This is an optimization exercise on Yosys and OpenROAD, whose aim is small area and a short achievable clock period, not a production implementation.
In this exercise RTL edits were held to simulation tests only and were not proved equivalent to the original.
Power and IR drop assume default switching activity.

`flow/constraint.sdc`:
```
create_clock -name core_clock -period 8.0 [get_ports {clk}]
set_input_delay 1.6000 -clock core_clock [delete_from_list [all_inputs] [get_ports {clk}]]
set_output_delay 1.6000 -clock core_clock [all_outputs]
set_load 0.01 [all_outputs]
```
`flow/config.mk`:
```
export PLATFORM = sky130hd
export DESIGN_NAME = heap
export DESIGN_NICKNAME = heap
export VERILOG_FILES = /design/flow/design.v
export SDC_FILE = /design/flow/constraint.sdc
export NUM_CORES = 4
export LEC_CHECK = 0
export CAP_MARGIN = 20
export CORE_MARGIN = 2
export CORE_UTILIZATION = 40
export SLEW_MARGIN = 20
```
`flow/design.v`:
```
`timescale 1ns / 1ps
module dpram
#(
parameter DATA_WIDTH = 32,
parameter ADDR_WIDTH = 5,
parameter LEVEL = 1
)
(
	input clk,
	input [DATA_WIDTH-1:0] data_a,
	input we_a,
	input [ADDR_WIDTH-1:0] addr_a,
	output reg [DATA_WIDTH-1:0] q_a,
	input [DATA_WIDTH-1:0] data_b,
	input we_b,
	input [ADDR_WIDTH-1:0] addr_b,
	output reg [DATA_WIDTH-1:0] q_b
 );
(* ram_style = "block" *)
	localparam MEM_SIZE = 1<<LEVEL;
	reg [DATA_WIDTH-1:0] ram[MEM_SIZE-1:0];   
generate
	if (MEM_SIZE==1) begin
		reg [DATA_WIDTH-1:0] ram;
		always@(posedge clk) begin
			if (we_a) begin
				q_a <= data_a;
				q_b <= data_a;
				ram <= data_a;
			end
			else if (we_b) begin
				q_a <= data_b;
				q_b <= data_b;
				ram <= data_b;
			end
			else begin
				q_a <= ram;
				q_b <= ram;
			end
		end
	end
	else begin	
		always@(posedge clk) begin		
			if (we_a) begin
				ram[addr_a] <= data_a;
			end
				q_a <= ram[addr_a];
		end
		always@(posedge clk) begin
			if (we_b) begin
				ram[addr_b] <= data_b;
			end
			q_b <= ram[addr_b];
		end
	end
endgenerate
endmodule
`timescale 1ns / 1ps
module data_store
#(
	parameter DATA_WIDTH = 32,
	parameter ADDR_WIDTH = 5,
	parameter LEVEL = 1
)
(
	input clk,
	input [DATA_WIDTH-1:0] lm_din,
	input [ADDR_WIDTH-1:0] lm_addr,
	input lm_we,
	output [DATA_WIDTH-1:0] lm_dout,
	input [DATA_WIDTH-1:0] rm_din,
	input [ADDR_WIDTH-1:0] rm_addr,
	input rm_we,
	output [DATA_WIDTH-1:0] rm_dout,
	input [DATA_WIDTH-1:0] nl_din,
	input [ADDR_WIDTH-1:0] nl_addr,
	input nl_we,
	input nl_branch,	 
	output [DATA_WIDTH-1:0] nl_dout
    );
	wire we_b_lm;
	wire we_b_rm;
	wire [DATA_WIDTH-1:0] q_b_lm;
	wire [DATA_WIDTH-1:0] q_b_rm;
	assign we_b_lm = nl_we & !nl_branch;
	assign we_b_rm = nl_we & nl_branch;
	assign nl_dout = nl_branch ? q_b_rm : q_b_lm;
	dpram #(.DATA_WIDTH(DATA_WIDTH), .ADDR_WIDTH(ADDR_WIDTH), .LEVEL(LEVEL)) lm(
		.clk(clk), 
		.data_a(lm_din), 
		.we_a(lm_we), 
		.addr_a(lm_addr), 
		.q_a(lm_dout), 
		.data_b(nl_din), 
		.we_b(we_b_lm), 
		.addr_b(nl_addr), 
		.q_b(q_b_lm)
	);
	dpram #(.DATA_WIDTH(DATA_WIDTH), .ADDR_WIDTH(ADDR_WIDTH), .LEVEL(LEVEL)) rm(
		.clk(clk),
		.data_a(rm_din), 
		.we_a(rm_we), 
		.addr_a(rm_addr), 
		.q_a(rm_dout), 
		.data_b(nl_din), 
		.we_b(we_b_rm), 
		.addr_b(nl_addr), 
		.q_b(q_b_rm)
	);
endmodule
`timescale 1ns / 1ps
module sort_node
	#(
	parameter DATA_WIDTH = 32,
	parameter KEY_WIDTH = 16,
	parameter ADDR_WIDTH = 5,
	parameter INIT_DATA = {2'b01,{(DATA_WIDTH-2-KEY_WIDTH){1'b0}},{KEY_WIDTH{1'b0}}},
	parameter LEVEL = 1
	)
	(
	input clk,
	input rstn,
	input init,
	input [DATA_WIDTH-1:0] um_in,     
	output [DATA_WIDTH-1:0] um_out,
	output [ADDR_WIDTH-1:0] um_addr,
	output um_we,
	input [DATA_WIDTH-1:0] lm_in,
	output [DATA_WIDTH-1:0] lm_out,
	output [ADDR_WIDTH-1:0] lm_addr,
	output reg lm_we,
	input [DATA_WIDTH-1:0] rm_in,
	output [DATA_WIDTH-1:0] rm_out,
	output [ADDR_WIDTH-1:0] rm_addr,
	output reg rm_we,
	input pl_update_in,						
	input [ADDR_WIDTH-1:0] pl_addr_in,
	input pl_branch_in,                  
	input [DATA_WIDTH-1:0] pl_in,
	output reg [DATA_WIDTH-1:0] pl_out,
	output reg pl_update_out,
	output [ADDR_WIDTH-1:0] pl_addr_out,
	output reg pl_branch_out,
	input nl_update_in,     				 
	input [ADDR_WIDTH-1:0] nl_addr_in,
	input nl_branch_in,
	input [DATA_WIDTH-1:0] nl_in,
	output reg [DATA_WIDTH-1:0] nl_out,
	output reg nl_update_out,				 
	output [ADDR_WIDTH-1:0] nl_addr_out,
	output reg nl_branch_out                
    );
localparam ADDR_MAX = 1<<LEVEL;
localparam IDLE		= 2'b00;	 
localparam INIT		= 2'b01;	 
localparam SWAP		= 2'b10;	 
reg [1:0] pstate;
reg [1:0] nstate;
reg nl_update_in_r;
reg [DATA_WIDTH-1:0] pl_in_r;	 
reg [DATA_WIDTH-1:0] nl_in_r;	 
reg [DATA_WIDTH-1:0] lm_in_r;   
reg [DATA_WIDTH-1:0] rm_in_r;   
reg [DATA_WIDTH-1:0] lm_in_r_reg;  
reg [DATA_WIDTH-1:0] rm_in_r_reg;
reg [DATA_WIDTH-1:0] pl_out_reg;
reg [DATA_WIDTH-1:0] nl_out_reg;
reg [ADDR_WIDTH-1:0] nl_addr_in_r;
reg [ADDR_WIDTH-1:0] pl_addr_in_r;
reg nl_branch_in_r;
reg [ADDR_WIDTH-1:0] lrm_addr;
reg [ADDR_WIDTH-1:0] lrm_addr_r;
reg [ADDR_WIDTH-1:0] addr;	  
always@(posedge clk or negedge rstn) begin
	if (!rstn)
		pstate <= IDLE;
	else
		pstate <= nstate;
end
always@(*) begin
	case (pstate)
	IDLE: nstate = init ? INIT : (pl_update_in ? SWAP : IDLE);
	INIT: nstate = addr==ADDR_MAX-1 ? IDLE : INIT;
	SWAP: nstate = IDLE;
	default: nstate = IDLE;
	endcase
end
assign lm_addr = lrm_addr;
assign lm_out = nl_out;
assign rm_addr = lrm_addr;	
assign rm_out = nl_out;
assign um_we = pl_update_out;
assign um_out = pl_out;
assign um_addr = pl_addr_in_r;	
assign nl_addr_out = lrm_addr;
assign pl_addr_out = pl_addr_in_r;
always@(*) begin
	case (pstate)
	IDLE: begin
		pl_out = pl_out_reg;
		pl_update_out = 0;
		nl_out = nl_out_reg;
		nl_update_out = 0;
		lrm_addr = (pl_addr_in << 1) + pl_branch_in; 
		lm_we = 0;
		rm_we = 0;
		lm_in_r = lm_in_r_reg;
		rm_in_r = rm_in_r_reg;
		nl_branch_out = 0;
	end
	INIT: begin
		pl_out = INIT_DATA;
		pl_update_out = 0;
		nl_out = INIT_DATA;
		nl_update_out = 1;
		lm_we = 1;
		rm_we = 1;
		lrm_addr = addr;
		lm_in_r = lm_in_r_reg;
		rm_in_r = rm_in_r_reg;
		nl_branch_out = 0;
	end
	SWAP: begin
		lrm_addr = lrm_addr_r; 
		if (nl_update_in_r && nl_addr_in_r==lrm_addr_r) begin
			if (!nl_branch_in_r) begin
				lm_in_r = nl_in_r;
				rm_in_r = rm_in;
			end
			else begin
				lm_in_r = lm_in;
				rm_in_r = nl_in_r;
			end
		end
		else begin
			lm_in_r = lm_in;
			rm_in_r = rm_in;
		end	
        if (cmp_lt(pl_in_r, lm_in_r) && cmp_lte(rm_in_r, lm_in_r)) 
        begin
			pl_out = lm_in_r;
			nl_out = pl_in_r;
			pl_update_out = 1;
			nl_update_out = 1;
			lm_we = 1;
			rm_we = 0;
			nl_branch_out = 0;
		end
		else if (cmp_lt(pl_in_r, rm_in_r) && cmp_lt(lm_in_r, rm_in_r))
		begin
			pl_out = rm_in_r;
			nl_out = pl_in_r;
			pl_update_out = 1;
			nl_update_out = 1;
			lm_we = 0;
			rm_we = 1;
			nl_branch_out = 1;
		end
		else begin
			pl_out = pl_in_r;
			nl_out = nl_in_r;
            pl_update_out = 1;
            nl_update_out = 0;
			lm_we = 0;
			rm_we = 0;
			nl_branch_out = 0;
		end
	end
	default: begin
		pl_out = pl_out_reg;
		pl_update_out = 0;
		nl_out = nl_out_reg;
		nl_update_out = 0;
		lrm_addr = lrm_addr_r;
		lm_we = 0;
		rm_we = 0;
		lm_in_r = lm_in_r_reg;
		rm_in_r = rm_in_r_reg;
		nl_branch_out = 0;
	end
	endcase
end
always@(posedge clk or negedge rstn) begin
	if (!rstn) begin
		pl_addr_in_r <= 0;
		nl_addr_in_r <= 0;
		lrm_addr_r <= 0;
		nl_update_in_r <= 0;
		nl_branch_in_r <= 0;
		addr <= 0;
		pl_in_r <= 0;
		nl_in_r <= 0;
		pl_branch_out <= 0;
		lm_in_r_reg <= 0;
		rm_in_r_reg <= 0;
		pl_out_reg <= 0;
		nl_out_reg <= 0;
	end
	else begin
		pl_addr_in_r <= pl_addr_in;
		nl_addr_in_r <= nl_addr_in;
		lrm_addr_r <= lrm_addr;
		nl_update_in_r <= nl_update_in;
		nl_branch_in_r <= nl_branch_in;
		pl_branch_out <= pl_branch_in;
		lm_in_r_reg <= lm_in_r;
		rm_in_r_reg <= rm_in_r;
		pl_out_reg <= pl_out;
		nl_out_reg <= nl_out;
		if (pstate==INIT)
			addr <= addr==ADDR_MAX-1 ? 0 : addr+1;	
		if (pl_update_in) begin
			pl_in_r <= pl_in;
			nl_in_r <= nl_in;
		end
	end
end
function cmp_lt;         
	input [DATA_WIDTH-1:0] d1; 
	input [DATA_WIDTH-1:0] d2;
	reg [1:0] d1_flag;
	reg [1:0] d2_flag;
	reg [KEY_WIDTH-1:0] d1_key;
	reg [KEY_WIDTH-1:0] d2_key;	
	begin
		d1_flag = d1[DATA_WIDTH-1:DATA_WIDTH-2];
		d2_flag = d2[DATA_WIDTH-1:DATA_WIDTH-2];
		d1_key = d1[KEY_WIDTH-1:0];
		d2_key = d2[KEY_WIDTH-1:0];
		case (d1_flag)
		2'b01: begin     
		    case (d2_flag)
		    2'b11: cmp_lt = 1;   
		    2'b00: cmp_lt = 1;   
		    2'b01: cmp_lt = 0;   
		    default: cmp_lt = 0;
		    endcase
        end
        2'b11: begin     
            cmp_lt = 0;
        end
        2'b00: begin     
            case(d2_flag)
            2'b11: cmp_lt = 1;   
            2'b01: cmp_lt = 0;   
            2'b00: cmp_lt = d1_key < d2_key;   
            default: cmp_lt = 0;
            endcase
        end
        default:
            cmp_lt = 0;
        endcase
    end
endfunction
function cmp_lte;         
	input [DATA_WIDTH-1:0] d1; 
	input [DATA_WIDTH-1:0] d2;
	reg [1:0] d1_flag;
	reg [1:0] d2_flag;
	reg [KEY_WIDTH-1:0] d1_key;
	reg [KEY_WIDTH-1:0] d2_key;	
	begin
		d1_flag = d1[DATA_WIDTH-1:DATA_WIDTH-2];
		d2_flag = d2[DATA_WIDTH-1:DATA_WIDTH-2];
		d1_key = d1[KEY_WIDTH-1:0];
		d2_key = d2[KEY_WIDTH-1:0];
		d1_flag = d1[DATA_WIDTH-1:DATA_WIDTH-2];
        d2_flag = d2[DATA_WIDTH-1:DATA_WIDTH-2];
        d1_key = d1[KEY_WIDTH-1:0];
        d2_key = d2[KEY_WIDTH-1:0];
        case (d1_flag)
        2'b01: begin     
            case (d2_flag)
            2'b11: cmp_lte = 1;   
            2'b00: cmp_lte = 1;   
            2'b01: cmp_lte = 1;   
            default: cmp_lte = 0;
            endcase
        end
        2'b11: begin     
            case (d2_flag)
            2'b11: cmp_lte = 1;   
            default: cmp_lte = 0;
            endcase
        end
        2'b00: begin     
            case(d2_flag)
            2'b11: cmp_lte = 1;   
            2'b01: cmp_lte = 0;   
            2'b00: cmp_lte = d1_key < d2_key || d1_key == d2_key;   
            default: cmp_lte = 0;
            endcase
        end
        default:
            cmp_lte = 0;
        endcase
    end
endfunction
wire [KEY_WIDTH-1:0] lm_in_key, rm_in_key, pl_in_key;
wire [KEY_WIDTH-1:0] lm_out_key, rm_out_key, pl_out_key;
assign pl_in_key = pl_in_r[KEY_WIDTH-1:0];
assign lm_in_key = lm_in_r[KEY_WIDTH-1:0];
assign rm_in_key = rm_in_r[KEY_WIDTH-1:0];
assign pl_out_key = pl_out[KEY_WIDTH-1:0];
assign lm_out_key = lm_out[KEY_WIDTH-1:0];
assign rm_out_key = rm_out[KEY_WIDTH-1:0];
endmodule
`timescale 1ns / 1ps
module heap
#(
	parameter DATA_WIDTH = 32,
	parameter KEY_WIDTH = 16,
	parameter NLEVELS = 5
	)
(
	input clk,
	input rstn,
	input [DATA_WIDTH-1:0] din,
	input en,
	input init,
	input flush,
	output reg [DATA_WIDTH-1:0] dout,
	output reg valid
    );
localparam ADDR_WIDTH = NLEVELS;
localparam INIT_DATA = {2'b11,{(DATA_WIDTH-2-KEY_WIDTH){1'b0}},{KEY_WIDTH{1'b1}}};
localparam FLUSH_DATA = {2'b01,{(DATA_WIDTH-2-KEY_WIDTH){1'b0}},{KEY_WIDTH{1'b0}}};
localparam HEAP_SIZE = (1<<(NLEVELS+1))-1;
wire [(NLEVELS+1)*DATA_WIDTH-1:0] um_in;
wire [(NLEVELS+1)*DATA_WIDTH-1:0] um_out;
wire [(NLEVELS+1)*ADDR_WIDTH-1:0] um_addr;
wire [(NLEVELS+1)-1:0] um_we;
wire [NLEVELS*DATA_WIDTH-1:0] lm_in;
wire [NLEVELS*DATA_WIDTH-1:0] lm_out;
wire [NLEVELS*ADDR_WIDTH-1:0] lm_addr;
wire [NLEVELS-1:0] lm_we;
wire [NLEVELS*DATA_WIDTH-1:0] rm_in;
wire [NLEVELS*DATA_WIDTH-1:0] rm_out;
wire [NLEVELS*ADDR_WIDTH-1:0] rm_addr;
wire [NLEVELS-1:0] rm_we;
wire [NLEVELS-1:0] pl_update_in;
wire [NLEVELS*ADDR_WIDTH-1:0] pl_addr_in;
wire [NLEVELS-1:0] pl_branch_in;
wire [NLEVELS*DATA_WIDTH-1:0] pl_in;
wire [NLEVELS*DATA_WIDTH-1:0] pl_out;
wire [NLEVELS-1:0] pl_update_out;
wire [NLEVELS*ADDR_WIDTH-1:0] pl_addr_out;
wire [NLEVELS+1-1:0] pl_branch_out;
wire [NLEVELS-1:0] nl_update_in;
wire [NLEVELS*ADDR_WIDTH-1:0] nl_addr_in;
wire [NLEVELS-1:0] nl_branch_in;
wire [NLEVELS*DATA_WIDTH-1:0] nl_in;
wire [NLEVELS*DATA_WIDTH-1:0] nl_out;
wire [NLEVELS*ADDR_WIDTH-1:0] nl_addr_out;
wire [NLEVELS-1:0] nl_update_out;
wire [NLEVELS-1:0] nl_branch_out;
assign um_out[NLEVELS*DATA_WIDTH +: DATA_WIDTH] = 0;
assign um_addr[NLEVELS*ADDR_WIDTH +: ADDR_WIDTH] = 0;
assign um_we[NLEVELS] = 0;
assign pl_branch_out[NLEVELS] = 0;
reg [DATA_WIDTH-1:0] pl_in_r;   
reg [DATA_WIDTH-1:0] pl_out_r;   
reg [DATA_WIDTH-1:0] din_r;
reg en_r;
reg flush_flag;
reg flush_en;
reg [NLEVELS:0] flush_cnt;
always@(posedge clk or negedge rstn) begin
	if (!rstn) begin
		pl_out_r <= 0;
		din_r <= 0;
		dout <= 0;
		en_r <= 0;
		valid <= 0;
		flush_flag <= 0;
		flush_cnt <= 0;
		flush_en <= 0;
	end
	else begin
		valid <= (en_r || flush_en) && pl_out_r[DATA_WIDTH-1:DATA_WIDTH-2]==2'b00;
		en_r <= en;
		din_r <= din;
		if (init) begin
			pl_out_r <= INIT_DATA;
			flush_flag <= 0;
		end
		if (en_r)
            if (cmp_lt(din_r, pl_out_r))
                dout <= pl_out_r;
            else
                dout <= din_r;
        else if (flush_en)
            dout <= pl_out_r;        
	    if (flush) begin
			flush_flag <= 1;
		end
		else if (flush_cnt==HEAP_SIZE)
			flush_flag <= 0;
		if (pl_update_out[0])
			pl_out_r <= pl_out[DATA_WIDTH-1:0];
		if (flush_flag) begin
			flush_en <= flush_cnt == HEAP_SIZE ? 0 : ~flush_en;
			if (flush_en)
			    flush_cnt <= flush_cnt == HEAP_SIZE ? 0 : flush_cnt+1;
        end
		else begin
			flush_en <= 0;
			flush_cnt <= 0;
        end
	end
end
reg [DATA_WIDTH-1:0] pl_in_reg;
always@(*) begin
    if (en_r)
        if (cmp_lt(din_r, pl_out_r))
            pl_in_r = din_r;
        else
            pl_in_r = pl_out_r;
    else if (flush_en & flush_flag)
        pl_in_r = FLUSH_DATA;
    else
        pl_in_r = pl_in_reg;
end
always@(posedge clk or negedge rstn) begin
    if (!rstn)
        pl_in_reg <= 0;
    else
        pl_in_reg <= pl_in_r;
end
genvar i;
generate for (i=0; i<NLEVELS; i=i+1) begin: loop_a
	sort_node 
# (.DATA_WIDTH(DATA_WIDTH),
	.KEY_WIDTH(KEY_WIDTH),
	.ADDR_WIDTH(ADDR_WIDTH),
	.INIT_DATA(INIT_DATA),
	.LEVEL(i)) U_SN
	(
		.clk(clk), 
		.rstn(rstn), 
		.init(init), 
		.um_in(um_in[i*DATA_WIDTH +: DATA_WIDTH]), 
		.um_out(um_out[i*DATA_WIDTH +: DATA_WIDTH]), 
		.um_addr(um_addr[i*ADDR_WIDTH +: ADDR_WIDTH]), 
		.um_we(um_we[i]), 
		.lm_in(lm_in[i*DATA_WIDTH +: DATA_WIDTH]), 
		.lm_out(lm_out[i*DATA_WIDTH +: DATA_WIDTH]), 
		.lm_addr(lm_addr[i*ADDR_WIDTH +: ADDR_WIDTH]), 
		.lm_we(lm_we[i]), 
		.rm_in(rm_in[i*DATA_WIDTH +: DATA_WIDTH]), 
		.rm_out(rm_out[i*DATA_WIDTH +: DATA_WIDTH]), 
		.rm_addr(rm_addr[i*ADDR_WIDTH +: ADDR_WIDTH]), 
		.rm_we(rm_we[i]), 
		.pl_update_in(pl_update_in[i]), 
		.pl_addr_in(pl_addr_in[i*ADDR_WIDTH +: ADDR_WIDTH]), 
		.pl_branch_in(pl_branch_in[i]), 
		.pl_in(pl_in[i*DATA_WIDTH +: DATA_WIDTH]), 
		.pl_out(pl_out[i*DATA_WIDTH +: DATA_WIDTH]), 
		.pl_update_out(pl_update_out[i]),
		.pl_addr_out(pl_addr_out[i*ADDR_WIDTH +: ADDR_WIDTH]),
		.pl_branch_out(pl_branch_out[i]), 
		.nl_update_in(nl_update_in[i]), 
		.nl_addr_in(nl_addr_in[i*ADDR_WIDTH +: ADDR_WIDTH]), 
		.nl_branch_in(nl_branch_in[i]),
		.nl_in(nl_in[i*DATA_WIDTH +: DATA_WIDTH]), 
		.nl_out(nl_out[i*DATA_WIDTH +: DATA_WIDTH]), 
		.nl_update_out(nl_update_out[i]), 
		.nl_addr_out(nl_addr_out[i*ADDR_WIDTH +: ADDR_WIDTH]),
		.nl_branch_out(nl_branch_out[i])
	);
	data_store #(.DATA_WIDTH(DATA_WIDTH),.ADDR_WIDTH(ADDR_WIDTH),.LEVEL(i)) U_DS 
	(
		.clk(clk), 
		.lm_din(lm_out[i*DATA_WIDTH +: DATA_WIDTH]), 
		.lm_addr(lm_addr[i*ADDR_WIDTH +: ADDR_WIDTH]), 
		.lm_we(lm_we[i]), 
		.lm_dout(lm_in[i*DATA_WIDTH +: DATA_WIDTH]), 
		.rm_din(rm_out[i*DATA_WIDTH +: DATA_WIDTH]), 
		.rm_addr(rm_addr[i*ADDR_WIDTH +: ADDR_WIDTH]), 
		.rm_we(rm_we[i]), 
		.rm_dout(rm_in[i*DATA_WIDTH +: DATA_WIDTH]), 
		.nl_din(um_out[(i+1)*DATA_WIDTH +: DATA_WIDTH]), 
		.nl_addr(um_addr[(i+1)*ADDR_WIDTH +: ADDR_WIDTH]),
		.nl_we(um_we[i+1]), 
		.nl_branch(pl_branch_out[i+1]), 
		.nl_dout(um_in[(i+1)*DATA_WIDTH +: DATA_WIDTH])
	);	
	if (i==0) begin
		assign pl_in[0*DATA_WIDTH +: DATA_WIDTH] = pl_in_r; 
		assign pl_update_in[0] = en_r|flush_en;
		assign pl_branch_in[0] = 0;
		assign pl_addr_in[0*ADDR_WIDTH +: ADDR_WIDTH] = 0;
		assign um_in[0*DATA_WIDTH +: DATA_WIDTH] = pl_in_r;
	end
	else begin
		assign pl_in[i*DATA_WIDTH +: DATA_WIDTH] = nl_out[(i-1)*DATA_WIDTH +: DATA_WIDTH];
		assign pl_update_in[i] = nl_update_out[i-1];
		assign pl_branch_in[i] = nl_branch_out[i-1];
		assign pl_addr_in[i*ADDR_WIDTH +: ADDR_WIDTH] = nl_addr_out[(i-1)*ADDR_WIDTH +: ADDR_WIDTH];
	end
	if (i==NLEVELS-1) begin
		assign nl_in[i*DATA_WIDTH +: DATA_WIDTH] = 0;
		assign nl_update_in[i] = 0;
		assign nl_branch_in[i] = 0;
		assign nl_addr_in[i*ADDR_WIDTH +: ADDR_WIDTH] = 0;	
	end
	else begin
		assign nl_in[i*DATA_WIDTH +: DATA_WIDTH] = pl_out[(i+1)*DATA_WIDTH +: DATA_WIDTH];
		assign nl_update_in[i] = pl_update_out[i+1];
		assign nl_branch_in[i] = pl_branch_out[i+1];
		assign nl_addr_in[i*ADDR_WIDTH +: ADDR_WIDTH] = pl_addr_out[(i+1)*ADDR_WIDTH +: ADDR_WIDTH];
	end
end
endgenerate
function cmp_lt;         
	input [DATA_WIDTH-1:0] d1; 
	input [DATA_WIDTH-1:0] d2;
	reg [1:0] d1_flag;
	reg [1:0] d2_flag;
	reg [KEY_WIDTH-1:0] d1_key;
	reg [KEY_WIDTH-1:0] d2_key;	
	begin
		d1_flag = d1[DATA_WIDTH-1:DATA_WIDTH-2];
		d2_flag = d2[DATA_WIDTH-1:DATA_WIDTH-2];
		d1_key = d1[KEY_WIDTH-1:0];
		d2_key = d2[KEY_WIDTH-1:0];
		case (d1_flag)
		2'b01: begin     
		    case (d2_flag)
		    2'b11: cmp_lt = 1;   
		    2'b00: cmp_lt = 1;   
		    2'b01: cmp_lt = 0;   
		    default: cmp_lt = 0;
		    endcase
        end
        2'b11: begin     
            cmp_lt = 0;
        end
        2'b00: begin     
            case(d2_flag)
            2'b11: cmp_lt = 1;   
            2'b01: cmp_lt = 0;   
            2'b00: cmp_lt = d1_key < d2_key;   
            default: cmp_lt = 0;
            endcase
        end
        default:
            cmp_lt = 0;
        endcase
    end
endfunction
endmodule
```
`flow/run.sh`:
```
#!/bin/bash
# synth_recipe.tcl (not shown) runs the flow's synth.tcl, then flattens the netlist and writes it again
# the make line also repeats each setting of config.mk as NAME=value (left out here)
make -C /OpenROAD-flow-scripts/flow DESIGN_CONFIG=/design/flow/config.mk WORK_HOME=/design/flow/orfs CLKGATE_MAP_FILE= SYNTH_SCRIPT=/design/flow/synth_recipe.tcl finish
```
==> metrics.yaml <==
run_status:
  status: "timing/DRC/antenna clean"
logic_synthesis:
  synthTopCellsByCount: "1984 x edfxtp_1, 1945 x mux2i_1, 1371 x nand2_1"
  syn_nets: 11532
  synth_area_leaders: "edfxtp_1 43%, dfrtp_1 14%, mux2i_1 14%, nand2_1 3.7%, dfxtp_1 3.7%"
  synth_simple_gate_area_frac: 0.08157
  synth_warnings: 11
  synthMuxAreaShare: 0.1540
  yosysSeqAreaShare: 0.6062
  synth_edf_count: 1984
  synth_compound_area_frac: 0.09212
  post-synth-top-count-cell: "edfxtp_1"
  synth_top_area_share: 0.4256
  synth_xor_area_frac: 0.002315
  synth_area_mm2: 0.1400
  synth_top_family_by_area: "multiplexers"
  synth_flop_cell: "edfxtp_1"
  async_flop_share: 0.2644
  ys_types: 92
  syn_inst: 11189
  avgSynthCellArea_um2: 12.51
  synth_area_leader_cell: "edfxtp_1"
  synthAdderAreaFrac: 0.02735
  ys_ff_latch: 3045
route:
  drtIter0Drc: 8986
  vias_per_cell: 5.802
  wl_per_cell_um: 26.27
  firstDrtPassIters: 6
  wl_mm: 423.0
  drc: 0
  route.vias.total: 93422
  ant_nets: 0
power:
  p_seq_frac: 0.343
  netSwitchingFraction: 0.4174
  pwr-share-clk: 0.202
  ir_drop_uv: 550.3
  power_switching_uw: 31570
  cellLeakagePower_uw: 0.06835
  power_uw: 75640
  pwr-share-comb: 0.455
  internal_power_uw: 44070
  p_per_area_mw_per_mm2: 475.4
timing:
  fin_tns_setup_ns: 0
  fin_crit_sh: 0.8672
  tightest_slew_ns: 1.209
  slew_headroom: 0.1937
  skew_ns: 0.07684
  fmax_mhz: 144.1
  hold_viol: 0
  slew_violations: 0
  fin_crit_ns: 6.938
  fin_ws_ns: 1.062
  rsz0062_at_grt: "no"
  setup_viol: 0
final_layout:
  drive_gt1_frac: 0.1261
  nets: 11561
  final_cells: 16103
  largestRegisters: "loop_a.U_DS.lm.ram x960, loop_a.U_DS.rm.ram x960"
  area_growth_pct: 13.69
placement:
  dp_slack_ns: 1.042
  dp_cells: 15482
  gp_congestion: 0.8782
  io_buffers: 69
  dp_hpwl_mm: 267.8
clock_tree:
  clock_latency_ns: 0.96
  cts_root_buf: "clkbuf_16"
  h-tree-depth: 5
  numCtsBuffers: 327
  post_cts_buffers: 0
  hold_buffers: 0
  clk_pin_slew_ns: 0.06
  clock_sinks: 3045
  cts_resized: 0
  tritoncts: "yes"
  cts_buffer_depth: 4
setup_path:
  path_class: "reg2reg"
  slowest_delay_ns: 0.58
  cp-start-kind: "flop"
  path_cells: "xor2_1 > nor4_1 > buf_4 > nand2_1 > mux2i_1 > inv_1 > ha_1 > and3_1 > a221oi_1 > o21ai_0 > or3_1 > a221oi_2 > nor2_1 > buf_4 > nor2_2 > buf_4 > buf_4 > mux2_2 > a22oi_1 > mux2i_1"
  crit_required_ns: 8.61
  reg2reg_from: "loop_a[2].U_SN.pl_addr_in_r[4]"
  cp-startpoint: "loop_a[2].U_SN.pl_addr_in_r[4]"
  endpoint_kind: "flop"
  crit_top_cell: "buf_4"
  worstPathMaxFanout: 28
  crit_arrival_ns: 7.55
  slowest_stage: "a22oi_1"
floorplanning:
  die_area_mm2: 0.3547
  start_util: 0.4012
  rows: 217
  die_y_um: 595.6
  io_pins: 70
  coreArea_mm2: 0.3489
  die_w_um: 595.6
run:
  cap_viol_max_count: 0
global_routing:
  antenna_found_initial: 8
  grt_max_degree: 172
  grt-ovfl-total: 0
  globalRouteTotalUtil: 0.2342
  grt_pass1_wl_mm: 631.3
  grt_pass1_vias: 94459
worst_hold_path:
  hp-class: "reg2reg"
power by group through the flow:
stage	logic, uW	clock network [uW]	registers (uW)
2_1_floorplan	21700	0	25200
3_3_place_gp	33400	0	26100
3_5_place_dp	34100	0	26200
4_1_cts	34200	15500	25900
5_1_grt	37000	16200	26300
6_report	34400	15300	25900
stage by stage:
stage                     hold WS [ns]  instance area, um^2  utilization
after floorplan                 0.3692               140000            -
after global placement          0.3925               147900       0.4240
after detailed placement        0.4106               148200       0.4247
after CTS                       0.3991               159000       0.4557
after global routing            0.4260               159100       0.4561
final                           0.4055               159100       0.4561
path summary, 6_finish.rpt:
path	slack, ns	endpoint	depth (start not counted)
setup / recovery	1.06	loop_a[1].U_DS.lm.ram[0][21]	20
hold / removal	0.41	loop_a[3].U_SN.nl_addr_in_r[3]	0
setup reg to reg	1.06	loop_a[1].U_DS.lm.ram[0][21]	20
hold reg to reg	0.41	loop_a[3].U_SN.nl_addr_in_r[3]	0
max in group asynchronous	5.41	loop_a[1].U_SN.nl_in_r[18]	3
min in group asynchronous	0.76	loop_a[2].U_SN.pl_out_reg[9]	1
final cells by class:
cell class | instances | area, um^2
Sequential cell | 3045 | 84850
Clock buffer | 461 | 9364
Multi-Input combinational cell | 6868 | 51140
Tap cell | 4599 | 5754
Inverter | 467 | 1770
Fill cell | 31033 | 189800
Clock inverter | 149 | 1460
Timing Repair Buffer | 509 | 4775
Antenna cell | 5 | 12.51
cells by family after synthesis:
kind of cell	after synthesis
AO/OA/AOI/OAI	1831
XOR/XNOR	37
buffers and inverters	1276
adder cells (fa/ha/maj)	306
multiplexers	2130
flip-flops	3045
AND/OR/NAND/NOR	2564
placed cells by master (no fill, tap or decap), types with 67 or more instances in the layout:
master / instances
clkbuf_16: 346
a22oi_1: 203
nand2_1: 1363
clkdlybuf4s50_1: 68
a221oi_1: 70
dfrtp_1: 803
buf_4: 384
a211oi_1: 102
nor3b_1: 67
o21ai_0: 204
clkbuf_1: 87
edfxtp_1: 1984
nand3_1: 261
mux2_2: 185
nor3_1: 71
inv_1: 455
a31o_2: 69
a311oi_1: 72
and3_1: 94
a31oi_1: 129
dfxtp_1: 256
nor2_1: 343
mux2i_1: 1945
ha_1: 305
a21oi_1: 423
worst max-delay path, delay by kind of cell (launching register included):
kind	cells	cell delay, ns
fa+ha+maj	1	0.27
mux	3	0.97
simple gates	6	1.87
buf+inv	5	1.31
flops	1	0.41
xor+xnor	1	0.17
compound gates	4	1.56
per-layer routing:
metal	track usage	up-vias	wire, um
li1	-	41543	-
met4	0.07939	6	15240
met1	0.3151	47921	179300
met3	0.03195	733	25650
met5	0	-	43
met2	0.3888	3219	202700

[afterwards: timing with drivers on the ports]
No port has a modelled driver above. Below, the same layout with a new extraction and two added sets of constraints.
Step 1 assumes that a clkbuf_16 drives the clock port and a buf_2 every other input.
Step 2 also shifts input and output timing later by t, the mid clock arrival at the registers, as if the neighbouring blocks saw the same clock.
Three values: ideal, step 1, step 2; two values: the first two.
t (ns): 1.019
slack for setup (ns): 1.062 / 1.062 / 1.062
worst setup path at the end: register to register
worst register clock-pin slew, ns: 0.07 / 0.07
cell pins on the clock port's net: 1
After both steps this run still meets setup and hold. For this run, drivers alone change the setup slack by 0.000 ns; drivers and shift together by 0.000 ns.
